What follows belongs to an exercise in optimizing a design on an open flow for small area; a production flow would make more cautious choices. The RTL was checked by simulation tests, not by an equivalence proof against the original design. Power is estimated from default activity; no workload was simulated.

===== constraint.sdc =====
create_clock -name core_clock -period 25.0 [get_ports {clk}]
set_input_delay 5.0000 -clock core_clock [delete_from_list [all_inputs] [get_ports {clk}]]
set_output_delay 5.0000 -clock core_clock [all_outputs]
set_load 0.01 [all_outputs]

===== config.mk =====
export PLATFORM = sky130hd
export DESIGN_NAME = kgp_risc
export DESIGN_NICKNAME = kgp_risc
export VERILOG_FILES = /design/flow/design.v
export SDC_FILE = /design/flow/constraint.sdc
export NUM_CORES = 4
export LEC_CHECK = 0
export CAP_MARGIN = 20
export CORE_MARGIN = 2
export CORE_UTILIZATION = 30
export SLEW_MARGIN = 20

===== design.v =====
`timescale 1ns / 1ps
module instruction_decode(input wire[31:0] instruction, output wire[1:0] opcode, output wire[3:0] fcode, output wire[4:0] rs, output wire[4:0] rt, output wire[15:0] imm, output wire[15:0] sh, output wire[25:0] j);
		assign opcode = instruction[31:30];
		assign fcode = instruction[29:26];
		assign rs = instruction[25:21];
		assign rt = instruction[20:16];
		assign imm = instruction[15:0];
		assign sh = instruction[15:0];
		assign j = instruction[25:0];
endmodule
`timescale 1ns / 1ps
module control_unit(input wire clk, input wire rst, input wire[1:0] opcode, input wire[3:0] fcode, 
output reg[5:0] alu_control, 
output reg branch, regWrite, memWrite, const_src, memRead, regData, reg2PC, regWriteSelect );
always@(opcode or fcode or rst)
begin	
	if(rst)
	begin
		alu_control <= 0;
		branch <= 0;
		regWrite <= 0;
		memWrite <= 0;
		memRead <= 0;
		regData <= 0;
		reg2PC <= 0;
		regWriteSelect <= 0;
		const_src <= 0;
	end
	else begin
		alu_control <= 0;
		branch <= 0;
		regWrite <= 0;
		memWrite <= 0;
		memRead <= 0;
		regData <= 0;
		reg2PC <= 0;
		regWriteSelect <= 0;
		const_src <= 0;
		case(opcode)
			2'd0: begin
						case(fcode)
							4'd0: begin
										alu_control <= 6'd0;
										branch <= 0;
										regWrite <= 1;
										memWrite <= 0;
										memRead <= 1;
										const_src <= 0;
										regData <= 0;
										reg2PC <= 0;
										regWriteSelect <= 0;	
									end
							4'd1: begin
										alu_control <= 6'd0;
										branch <= 0;
										regWrite <= 0;
										memWrite <= 1;
										memRead <= 0;
										const_src <= 0;
										regData <= 0;
										reg2PC <= 0;
										regWriteSelect <= 0;	
									end
							default: begin
										end
						endcase	
					end
			2'd1: begin
						case(fcode)
							4'd0: begin
										alu_control <= 6'b010000;
										branch <= 0;
										regWrite <= 1;
										memWrite <= 0;
										memRead <= 0;
										const_src <= 0;
										regData <= 1;
										reg2PC <= 0;
										regWriteSelect <= 0;	
									end
							4'd1: begin
										alu_control <= 6'b010001;
										branch <= 0;
										regWrite <= 1;
										memWrite <= 0;
										memRead <= 0;
										const_src <= 0;
										regData <= 1;
										reg2PC <= 0;
										regWriteSelect <= 0;	
									end
							4'd2: begin
										alu_control <= 6'b010010;
										branch <= 0;
										regWrite <= 1;
										memWrite <= 0;
										memRead <= 0;
										const_src <= 0;
										regData <= 1;
										reg2PC <= 0;
										regWriteSelect <= 0;	
									end
							4'd3: begin
										alu_control <= 6'b010011;
										branch <= 0;
										regWrite <= 1;
										memWrite <= 0;
										memRead <= 0;
										const_src <= 0;
										regData <= 1;
										reg2PC <= 0;
										regWriteSelect <= 0;	
									end
							4'd4: begin
										alu_control <= 6'b010100;
										branch <= 0;
										regWrite <= 1;
										memWrite <= 0;
										memRead <= 0;
										const_src <= 0;
										regData <= 1;
										reg2PC <= 0;
										regWriteSelect <= 0;	
									end
							4'd5: begin
										alu_control <= 6'b010101;
										branch <= 0;
										regWrite <= 1;
										memWrite <= 0;
										memRead <= 0;
										const_src <= 0;
										regData <= 1;
										reg2PC <= 0;
										regWriteSelect <= 0;	
									end
							4'd6: begin
										alu_control <= 6'b010110;
										branch <= 0;
										regWrite <= 1;
										memWrite <= 0;
										memRead <= 0;
										const_src <= 0;
										regData <= 1;
										reg2PC <= 0;
										regWriteSelect <= 0;	
									end
							4'd7: begin
										alu_control <= 6'b010111;
										branch <= 0;
										regWrite <= 1;
										memWrite <= 0;
										memRead <= 0;
										const_src <= 0;
										regData <= 1;
										reg2PC <= 0;
										regWriteSelect <= 0;	
									end
							4'd8: begin
										alu_control <= 6'b011000;
										branch <= 0;
										regWrite <= 1;
										memWrite <= 0;
										memRead <= 0;
										const_src <= 0;
										regData <= 1;
										reg2PC <= 0;
										regWriteSelect <= 0;	
									end	
							default: begin
										end
						endcase
					end
			2'd2: begin
						case(fcode)
							4'd0: begin
											alu_control <= 6'b100000;
											branch <= 0;
											regWrite <= 1;
											memWrite <= 0;
											const_src <= 0;
											memRead <= 0;
											regData <= 1;
											reg2PC <= 0;
											regWriteSelect <= 0;	
										end
							4'd1: begin
											alu_control <= 6'b100001;
											branch <= 0;
											regWrite <= 1;
											memWrite <= 0;
											const_src <= 0;
											memRead <= 0;
											regData <= 1;
											reg2PC <= 0;
											regWriteSelect <= 0;	
										end
							4'd2: begin
											alu_control <= 6'b100010;
											branch <= 0;
											regWrite <= 1;
											memWrite <= 0;
											const_src <= 1;
											memRead <= 0;
											regData <= 1;
											reg2PC <= 0;
											regWriteSelect <= 0;	
										end
							4'd3: begin
											alu_control <= 6'b100011;
											branch <= 0;
											regWrite <= 1;
											memWrite <= 0;
											const_src <= 1;
											memRead <= 0;
											regData <= 1;
											reg2PC <= 0;
											regWriteSelect <= 0;	
										end
							4'd4: begin
											alu_control <= 6'b100100;
											branch <= 0;
											regWrite <= 1;
											memWrite <= 0;
											const_src <= 1;
											memRead <= 0;
											regData <= 1;
											reg2PC <= 0;
											regWriteSelect <= 0;	
										end
							default: begin
										end
						endcase
					end
			2'd3: begin
						case(fcode)
							4'd0: begin
											alu_control <= 6'b110000;
											branch <= 1;
											regWrite <= 0;
											memWrite <= 0;
											const_src <= 0;
											memRead <= 0;
											regData <= 0;
											reg2PC <= 1;
											regWriteSelect <= 0;	
										end
							4'd1: begin
											alu_control <= 6'b110001;
											branch <= 1;
											regWrite <= 0;
											memWrite <= 0;
											const_src <= 0;
											memRead <= 0;
											regData <= 0;
											reg2PC <= 0;
											regWriteSelect <= 0;	
										end
							4'd2: begin
											alu_control <= 6'b110010;
											branch <= 1;
											regWrite <= 0;
											memWrite <= 0;
											const_src <= 0;
											memRead <= 0;
											regData <= 0;
											reg2PC <= 0;
											regWriteSelect <= 0;	
										end
							4'd3: begin
											alu_control <= 6'b110011;
											branch <= 1;
											regWrite <= 0;
											memWrite <= 0;
											memRead <= 0;
											const_src <= 0;
											regData <= 0;
											reg2PC <= 0;
											regWriteSelect <= 0;	
										end
							4'd4: begin
											alu_control <= 6'b110100;
											branch <= 1;
											regWrite <= 0;
											memWrite <= 0;
											memRead <= 0;
											const_src <= 0;
											regData <= 0;
											reg2PC <= 0;
											regWriteSelect <= 0;	
										end
							4'd5: begin
											alu_control <= 6'b110101;
											branch <= 1;
											regWrite <= 0;
											memWrite <= 0;
											memRead <= 0;
											const_src <= 0;
											regData <= 0;
											reg2PC <= 0;
											regWriteSelect <= 0;	
										end
							4'd6: begin
											alu_control <= 6'b110110;
											branch <= 1;
											regWrite <= 0;
											memWrite <= 0;
											memRead <= 0;
											const_src <= 0;
											regData <= 0;
											reg2PC <= 0;
											regWriteSelect <= 0;	
										end
							4'd7: begin
											alu_control <= 6'b110111;
											branch <= 1;
											regWrite <= 0;
											memWrite <= 0;
											memRead <= 0;
											const_src <= 0;
											regData <= 0;
											reg2PC <= 0;
											regWriteSelect <= 0;	
										end
							4'd8: begin
											alu_control <= 6'b111000;
											branch <= 1;
											regWrite <= 0;
											memWrite <= 0;
											memRead <= 0;
											const_src <= 0;
											regData <= 0;
											reg2PC <= 0;
											regWriteSelect <= 0;	
										end
							4'd9: begin
											alu_control <= 6'b111001;
											branch <= 1;
											regWrite <= 0;
											memWrite <= 0;
											memRead <= 0;
											const_src <= 0;
											regData <= 0;
											reg2PC <= 0;
											regWriteSelect <= 0;	
										end
							4'd10: begin
											alu_control <= 6'b111010;
											branch <= 1;
											regWrite <= 0;
											memWrite <= 0;
											memRead <= 0;
											const_src <= 0;
											regData <= 0;
											reg2PC <= 0;
											regWriteSelect <= 0;	
										end
							4'd11: begin
											alu_control <= 6'b111011;
											branch <= 1;
											regWrite <= 1;
											memWrite <= 0;
											memRead <= 0;
											const_src <= 0;
											regData <= 0;
											reg2PC <= 1;
											regWriteSelect <= 0;	
										end
							default: begin
										end
						endcase
					end
			default: begin
						end
		endcase
	end
end
endmodule
`timescale 1ns / 1ps
module branch(input wire clk, input wire rst, input wire[1:0] opcode, input wire[3:0] fcode, input wire[25:0] offset_in, input wire[31:0] reg_val, input wire z_flag, input wire c_flag, input wire s_flag, input wire o_flag, output reg[25:0] offset_out, output reg branch );
	wire z_flag_c, c_flag_c, o_flag_c, s_flag_c;
	d_flip_flop z_flag_ff(clk, rst, z_flag, z_flag_c),
				 c_flag_ff(clk, rst, c_flag, c_flag_c),
				 s_flag_ff(clk, rst, s_flag, s_flag_c),
				 o_flag_ff(clk, rst, o_flag, o_flag_c);
	always @(opcode or fcode or reg_val or offset_in or z_flag_c or c_flag_c or s_flag_c or o_flag_c or rst)
	begin
		if (rst) begin
			offset_out = 0;
			branch = 0;
		end
		else begin
			if (opcode == 2'b11) begin
				branch = 1;
				case(fcode)
					4'b0010: begin  
									offset_out = offset_in;
								end
					4'b0001: begin  
									offset_out = reg_val[25:0];
								end
					4'b0011: begin  
									if (z_flag_c) offset_out = offset_in;
									else begin
										branch = 0;
										offset_out = 0;
									end
								end
					4'b0100: begin  
									if (!z_flag_c) offset_out = offset_in;
									else begin
										branch = 0;
										offset_out = 0;
									end
								end
					4'b0101: begin  
									if (c_flag_c) offset_out = offset_in;
									else begin
										branch = 0;
										offset_out = 0;
									end
								end
					4'b0110: begin  
									if (!c_flag_c) offset_out = offset_in;
									else begin
										branch = 0;
										offset_out = 0;
									end
								end
					4'b0111: begin  
									if (s_flag_c) offset_out = offset_in;
									else begin
										branch = 0;
										offset_out = 0;
									end
								end
					4'b1000: begin  
									if (!s_flag_c) offset_out = offset_in;
									else begin
										branch = 0;
										offset_out = 0;
									end
								end
					4'b1001: begin  
									if (o_flag_c) offset_out = offset_in;
									else begin
										branch = 0;
										offset_out = 0;
									end
								end
					4'b1010: begin  
									if (!o_flag_c) offset_out = offset_in;
									else begin
										branch = 0;
										offset_out = 0;
									end
								end
					4'b1011: begin  
									offset_out = offset_in;
								end
					4'b0000: begin  
									offset_out = reg_val[25:0];
								end
					default: begin
									branch = 0;
									offset_out = 0;
								end
					endcase
			end
			else begin 
				offset_out = 0;
				branch = 0;
			end
		end
	end
endmodule
`timescale 1ns / 1ps
module d_flip_flop(input wire clk, input wire rst, input wire in, output reg out);
	always @(posedge clk or posedge rst)
	begin
		if(rst)
			out <= 0;
		else
			out <= in;
	end
endmodule
`timescale 1ns / 1ps
module Mux_32b_2x1(input wire [31:0] a, input wire [31:0] b, input wire select, output reg[31:0] out);
	always @(*)
	begin 
		if(select)
			out = b;
		else out = a;
	end
endmodule
`timescale 1ns / 1ps
module Mux_5b_2x1(input wire [4:0] a, input wire [4:0] b, input wire select, output reg[4:0] out);
	always @(*)
		begin 
			if(select)
				out = b;
			else out = a;
		end
endmodule
`timescale 1ns / 1ps
module register_bank(input wire clk,input wire rst,input wire regWriteEnable, input wire [4:0] regAddr_write, input wire [31:0] regWriteData, input wire [4:0] regAddr_1, output wire [31:0] regReadData_1,input wire [4:0] regAddr_2, output wire [31:0] regReadData_2, input wire flag);
	reg [31:0] regArray [31:0];
	integer i; 
	always @ (posedge clk or posedge rst )
	begin
		if(rst)
		begin
			for(i=0;i<32;i=i+1) 
				regArray[i] <= 32'd0;
		end
		else
		begin
			if(regWriteEnable) 
			begin
				regArray[regAddr_write] <= regWriteData;
			end
		end
	end
	assign regReadData_1 = regArray[regAddr_1];  
	assign regReadData_2 = flag?regArray[regAddr_2]:32'd0;  
endmodule
`timescale 1ns / 1ps
module alu(input wire[31:0] a, input wire[31:0] b, input wire[15:0] imm, input wire[5:0] control, output reg[31:0] res, output reg[31:0] res_mult, output reg c_flag, output reg z_flag, output reg s_flag, output reg o_flag);
	wire [31:0] multu_l, multu_u, mult_l, mult_u, addi;
	wire [31:0] addn, shift, shif_i;
	wire cn, ci;
	always@(a or b or imm or control)
	begin
		c_flag = 0;  
		z_flag = 0;  
		s_flag = 0;  
		o_flag = 0;  
		res_mult = 32'd0;
		case(control)
			6'b010000: res = a & b;
			6'b010001: res = a ^ b;
			6'b010010: begin
							{c_flag,res} = a+b;
						  end 
			6'b010011: begin
							res = a * b;  
						  end
			6'b010100: begin
							res = a * b;  
						  end
			6'b010101: res = ~b + 1;
			6'b010110: res = a>>b;
			6'b010111: res = a<<b;
			6'b011000: res = $signed(a)>>>b;
			6'b100000: begin
							{c_flag,res} = a+imm;
						  end
			6'b100001: res = ~imm + 1;
			6'b100010: res = a>>imm;
			6'b100011: res = a<<imm;
			6'b100100: res = $signed(a)>>>imm; 
			6'b000000: res = a+imm;
			6'b110000: res = a;
			6'b110001: res = b;
			default: res = 32'd0;
		endcase
		if(res==32'd0) begin
			z_flag = 1;  
		end
		s_flag = res[31];  
		o_flag = c_flag^(res[31]^(a[31]^b[31]));  
	end
endmodule
`timescale 1ns / 1ps
module l_s_memory( input wire clk, input wire rst, input wire [9:0] addr, input wire [31:0] data_in, input wire MemRead, MemWrite, 
	output wire [31:0] data_out,
	output wire [9:0] mem_addr, output wire [31:0] mem_wdata, output wire mem_we, output wire mem_re, input wire [31:0] mem_rdata);
	wire ena;
	wire [9:0] address;
	assign ena = (MemRead)? 1'b1 : MemWrite;
	assign address = (ena)? addr : 10'd0;
	assign mem_addr = address;
	assign mem_wdata = data_in;
	assign mem_we = MemWrite;
	assign mem_re = MemRead;
	assign data_out = mem_rdata;
endmodule
`timescale 1ns / 1ps
module data_path( input wire clk, input wire rst, input wire regWriteEnable, input wire[4:0] regAddr_1, input wire[4:0] regAddr_2,  input wire [15:0] shift_amount,
					  input wire [31:0] npc, input wire reg_to_pc, input wire regWrite_select,
					  input wire MemRead, input wire MemWrite, input wire [5:0] alu_control, input wire const_src, input wire reg_data,
					  input wire [15:0] imm, output wire [31:0] alu_result, alu_result_mult, output wire zero_flag, output wire carry_flag,
					  output wire sign_flag, output wire overflow_flag,
					  output wire [9:0] dmem_addr, output wire [31:0] dmem_wdata, output wire dmem_we, output wire dmem_re, input wire [31:0] dmem_rdata);
	wire[31:0] memDataOut; 
	wire[31:0] alu_result_temp, alu_result_temp_mult;  
	wire[31:0] regWriteData, regReadData_1, regReadData_2;  
	wire[31:0] regWriteData_temp;    
		l_s_memory l_s_mem(.clk(clk), .rst(rst),.addr(alu_result_temp[9:0]),.data_in(regReadData_2),.MemRead(MemRead),
						.MemWrite(MemWrite),.data_out(memDataOut),
						.mem_addr(dmem_addr),.mem_wdata(dmem_wdata),.mem_we(dmem_we),.mem_re(dmem_re),.mem_rdata(dmem_rdata));  
	Mux_32b_2x1 reg_input(.a(memDataOut),.b(alu_result_temp),.select(reg_data),.out(regWriteData_temp));
	Mux_32b_2x1 regBank_pc_input(.a(regWriteData_temp),.b(npc),.select(reg_to_pc),.out(regWriteData));   
	wire [4:0] reg_Addr_1_final;  
	Mux_5b_2x1 regBank_addr_input (.a(regAddr_1),.b(5'b11111),.select(reg_to_pc),.out(reg_Addr_1_final));  
	wire [4:0] regWriteAddr;
	Mux_5b_2x1 regWriteAddr_select (.a(reg_Addr_1_final),.b(regAddr_2),.select(regWrite_select),.out(regWriteAddr));
	register_bank Reg_Bank(.clk(clk),.rst(rst),.regWriteEnable(regWriteEnable),.regWriteData(regWriteData), .regAddr_write(regWriteAddr),
					 .regAddr_1(reg_Addr_1_final),.regAddr_2(regAddr_2),.regReadData_1(regReadData_1),.regReadData_2(regReadData_2), .flag(1'b1));
	wire [31:0] alu_input_3, alu_const_input;
	Mux_32b_2x1 alu_input_imm (.a({{16{imm[15]}},imm}),.b({16'b0,shift_amount}),.select(const_src),.out(alu_input_3)); 
	alu ALU(.a(regReadData_1),.b(regReadData_2),.imm(alu_input_3[15:0]),.control(alu_control),.res(alu_result_temp),.res_mult(alu_result_temp_mult),.z_flag(zero_flag),
				.c_flag(carry_flag),.s_flag(sign_flag),.o_flag(overflow_flag));
	assign alu_result = alu_result_temp;
	assign alu_result_mult = alu_result_temp_mult;	
endmodule
`timescale 1ns / 1ps
module kgp_risc( input wire clk, input wire rst,
	output wire [31:0] imem_addr, input wire [31:0] imem_data,
	output wire [9:0] dmem_addr, output wire [31:0] dmem_wdata, output wire dmem_we, output wire dmem_re, input wire [31:0] dmem_rdata );
	wire [31:0] pc;
	wire [31:0] instruction;
	wire [31:0] alu_result, alu_result_mult;
	wire[25:0] jump_offset;
	assign imem_addr = pc;
	assign instruction = imem_data;
	wire [1:0] opcode; 
	wire [4:0] reg_addr_1, reg_addr_2; 
	wire [3:0] fcode; 
	wire [15:0] imm, shift_amount; 
	wire [25:0] offset; 
	wire [5:0] alu_control;  
	wire Branch, regWrite, MemWrite,MemRead,const_src,reg_data,reg_to_pc,regWrite_select;  
	wire zero_flag, carry_flag, sign_flag, overflow_flag;  
	instruction_decode ID(.instruction(instruction),.opcode(opcode), .rs(reg_addr_1),.rt(reg_addr_2),.sh(shift_amount),
									.fcode(fcode),.imm(imm),.j(offset));  
	control_unit CU (.opcode(opcode),.fcode(fcode),.clk(clk),.rst(rst),.alu_control(alu_control),
					 .branch(Branch),.regWrite(regWrite),.memRead(MemRead),.memWrite(MemWrite),.regWriteSelect(regWrite_select),
					 .const_src(const_src),.regData(reg_data),.reg2PC(reg_to_pc));
	wire branch_success;  
	branch BL(.clk(clk),.rst(rst),.opcode(opcode),.fcode(fcode),.offset_in(offset),.reg_val(alu_result),.z_flag(zero_flag),
				  .c_flag(carry_flag),.o_flag(overflow_flag),.s_flag(sign_flag),.branch(branch_success),.offset_out(jump_offset));  
	data_path DP (.clk(clk),.rst(rst),.regWriteEnable(regWrite),.regAddr_1(reg_addr_1),.regAddr_2(reg_addr_2),.shift_amount(shift_amount), 
					 .npc(pc),.reg_to_pc(reg_to_pc), .regWrite_select(regWrite_select),
					 .MemRead(MemRead),.MemWrite(MemWrite),.alu_control(alu_control),.const_src(const_src),.reg_data(reg_data),
					 .imm(imm),.alu_result(alu_result),.alu_result_mult(alu_result_mult),.zero_flag(zero_flag),.carry_flag(carry_flag),
					 .sign_flag(sign_flag),.overflow_flag(overflow_flag),
					 .dmem_addr(dmem_addr),.dmem_wdata(dmem_wdata),.dmem_we(dmem_we),.dmem_re(dmem_re),.dmem_rdata(dmem_rdata)); 
	PC_next PCN(.clk(clk),.rst(rst),.offset(jump_offset),.branch(branch_success),.pc(pc));
endmodule
`timescale 1ns / 1ps
`default_nettype none
module PC_next(input wire clk,input wire [25:0] offset,input wire branch, output reg [31:0] pc,input wire rst);
	wire [31:0] pc_next, pc_non_jump, pc_jump;
	always @(posedge clk or posedge rst)
	begin
		if(rst)
		begin
			pc <= 32'd0; 		 
		end
		else
			pc <= pc_next; 	 
	end
	assign pc_non_jump = pc + 32'd4; 								 
	assign pc_jump = pc + 32'd4 + {{6{offset[25]}},offset}; 	 
	assign pc_next = (branch)? pc_jump: pc_non_jump; 			 
endmodule

===== run.sh =====
#!/bin/bash
# synth_recipe.tcl (not shown) runs the flow's synth.tcl, then flattens the netlist and writes it again
# the make line also repeats each setting of config.mk as NAME=value (left out here)
make -C /OpenROAD-flow-scripts/flow DESIGN_CONFIG=/design/flow/config.mk WORK_HOME=/design/flow/orfs CLKGATE_MAP_FILE= SYNTH_SCRIPT=/design/flow/synth_recipe.tcl finish

==> summary.txt <==
==> logic make-up after synthesis <==
kind of cell | synth area share [%]
simple gates | 22.3
buf+inv | 7.14
compound gates | 20.7
fa+ha+maj | 12.7
flops | 31.1
xor+xnor | 1.97
mux | 4.06
==> where the power goes <==
part	total, mW	internal (mW)	switching [mW]
Combinational	1.66	0.470	1.19
Sequential	2.07	1.85	0.214
Clock	1.83	0.997	0.833
==> registers in the layout, indices dropped and copies added (netlist names) <==
name and count:
BL.o_flag_ff.out 1, BL.z_flag_ff.out 1, DP.Reg_Bank.regArray 1024, PCN.pc 32, BL.c_flag_ff.out 1, BL.s_flag_ff.out 1
==> metal layers <==
metal | vias to the layer above | GRT usage, % | wire [um]
li1 | 36600 | - | -
met1 | 44700 | 43.4 | 195000
met2 | 7880 | 50.3 | 213000
met3 | 2562 | 15.6 | 73600
met4 | 44 | 28.9 | 53200
met5 | - | 0.592 | 482
==> per-stage QoR <==
stage	hold WS [ps]	setup slack, ps
floorplan	450	-4160
global placement	461	3940
detailed placement	470	3840
CTS	485	3820
global route	523	3430
finish	488	3560
==> how the worst max path moves through the flow <==
stage | endpoint | slack, ps | cells past startpoint
2_1_floorplan | dmem_addr[5] | -4160 | 4
3_3_place_gp | dmem_addr[9] | 3940 | 32
3_5_place_dp | dmem_addr[9] | 3840 | 32
4_1_cts | dmem_addr[9] | 3820 | 32
5_1_grt | dmem_addr[9] | 3430 | 32
6_report | dmem_addr[9] | 3560 | 32
==> cell type report <==
cell class / instances / share of cell area, %
multi-input cells: 7940 / 56.0
well taps: 3743 / 4.88
flip-flops and latches: 1060 / 27.6
clock buffers: 147 / 3.26
clock inverters: 67 / 0.816
diodes: 50 / 0.130
inverters: 566 / 2.22
repair buffers: 575 / 5.02
==> critical path, delay by kind of cell <==
family	cells	cell delay (ps)
xor+xnor	1	150
compound gates	9	3620
fa+ha+maj	9	3730
simple gates	5	1760
buf+inv	8	2070
==> layout by cell type, fill, tap and decap left out, types with 54 or more instances in the layout <==
master,n
ha_1,208
dfrtp_1,1060
nor3_1,203
nand2_1,1677
mux2i_1,256
inv_1,556
nand2b_1,54
nor2_1,504
a21oi_1,254
o211ai_1,55
and3_1,175
buf_4,424
clkdlybuf4s50_1,131
nand3_1,678
nand4_1,184
mux2_2,56
and2_1,172
fa_1,411
o21ai_0,1231
xnor2_1,138
clkbuf_16,114
a211oi_1,107
a22oi_1,254
xor2_1,54
a22o_1,80
nor4_1,65
==> summary.txt <==
status = timing/DRC/antenna clean
Yosys top cell area share = 31.1%
Register-to-Register Path Depth = 53
pin count of the biggest net entering global routing = 163
first-pass GRT wire length = 727000 um
Antenna Nets Post-Route = 0
Final setup viols = 0
top_reg_cell synth = dfrtp_1
via count = 91800
chip height = 537 um
DRC = 0
Worst Path Required = 20000 ps
number of DRC markers in iteration 0 = 15100
Top Ports = 142
total CTS buffers = 113
Nets = 10900
worst skew pair latency = 900 ps
max cap viols = 0
sequential fraction of the synthesis area = 31.1%
CTS tree = yes
die width = 537 um
Critical R2R Launch = DP.Reg_Bank.regArray[28][5]
core area = 0.282 mm2
final wirelength = 535000 um
DR WL/cell = 37.8 um
share of layout cells above drive strength 1 = 9.39%
slowest CP cell = a2111oi_0
period utilization = 85.8%
root buffer cell = clkbuf_16
Ys Warns = 9
final core utilization = 34.0%
post-synth top area cell = dfrtp_1
crit path launch type = input pin
P_leak = 41.1 nW
post-CTS resize count = 0
HP Start = DP.Reg_Bank.regArray[11][19]
Cell Area, Placed = 0.0917 mm2
Setup Fix Bufs, Post-CTS = 0
Rows = 195
CP max stage delay = 970 ps
Avg Vias per Cell = 6.49
unrepaired setup endpoints after global routing = false
CP Capture Type = output pin
critical path data arrival time = 16440 ps
Slew headroom = 12.3%
Port Buffers = 141
fillcell total = 29900
Total GRT Usage = 36.2%
vias in the first global route = 85900
clock sink count = 1060
Setup crit start = imem_data[27]
post-synthesis average cell area = 8.12 um2
H-tree depth = 3
#FFs+latches synth = 1060
commonest cells in the netlist = nand2_1 (1704), o21ai_0 (1242), dfrtp_1 (1060)
worst reg2reg path endpoint = PCN.pc[31]
Hold Path Depth = 2
Clock transition at path regs = 70 ps
total gr overflow = 0
cts hold-fix bufs = 0
Pwr Total = 5.56 mW
Critical Path Fanout Max = 31
Worst VDD drop = 0.0000622 V
Worst Tran Pin Value = 1320 ps
WHS Endpoint = DP.Reg_Bank.regArray[11][19]
Synthesized Nets = 11200
Placed Instances = 13900
ys async rst share = 100%
final count of pins violating max slew = 0
setup TNS = 0 ps
Worst Hold Class = flip-flop to flip-flop
most frequent CP cell = fa_1
min Tclk post-route = 21440 ps
Fin. Hold Viols = 0
Non-Filler Instances = 14100
pwr dens = 57.9 mW/mm2
kind of critical path = input pin to output pin
synthesized area = 0.0852 mm2
multi-input logic area = 0.0538 mm2
fin area = 0.0960 mm2
clk buf depth = 3
register area = 0.0265 mm2
FMAX = 46.6 MHz
DR pass1 iterations = 13
die area = 0.288 mm2
skew final = 126 ps
Syn Inst Count = 10500
synth top area cells = dfrtp_1 (31%), fa_1 (9.7%), nand2_1 (7.5%)
GP Congestion = 1.10
Initial Utilization = 30.2%
cell with the most instances after synthesis = nand2_1
Unique masters post-synth = 114
number of flops mapped to enable cells by yosys = 0
final HPWL from detailed placement = 375000 um
flop-to-flop setup slack = 10610 ps
synthesis-to-layout area growth = 12.6%
initial antenna violation count = 63

## afterwards: timing with drivers on the ports
No port has a modelled driver above. Below, the same layout with a new extraction and two added sets of constraints.
Step 1, drivers: a clkbuf_16 drives clk and a buf_2 each remaining input, both assumed.
Step 2 moves the port delays by t, midway between the first and last clock arrival at a register: inputs arrive t later, outputs are due t later. That takes back most of the time a late clock gives input paths.
a / b / c = ideal ports / drivers / drivers and shift; a / b = the first two.
t, ns: 0.919
setup WS [ns]: 3.558 / 3.439 / 3.439
latest minus earliest clock arrival (ns): 0.125 / 0.125
After both steps this run still meets setup and hold. The setup slack of this run moves by -0.119 ns with the drivers and by -0.119 ns with both steps.
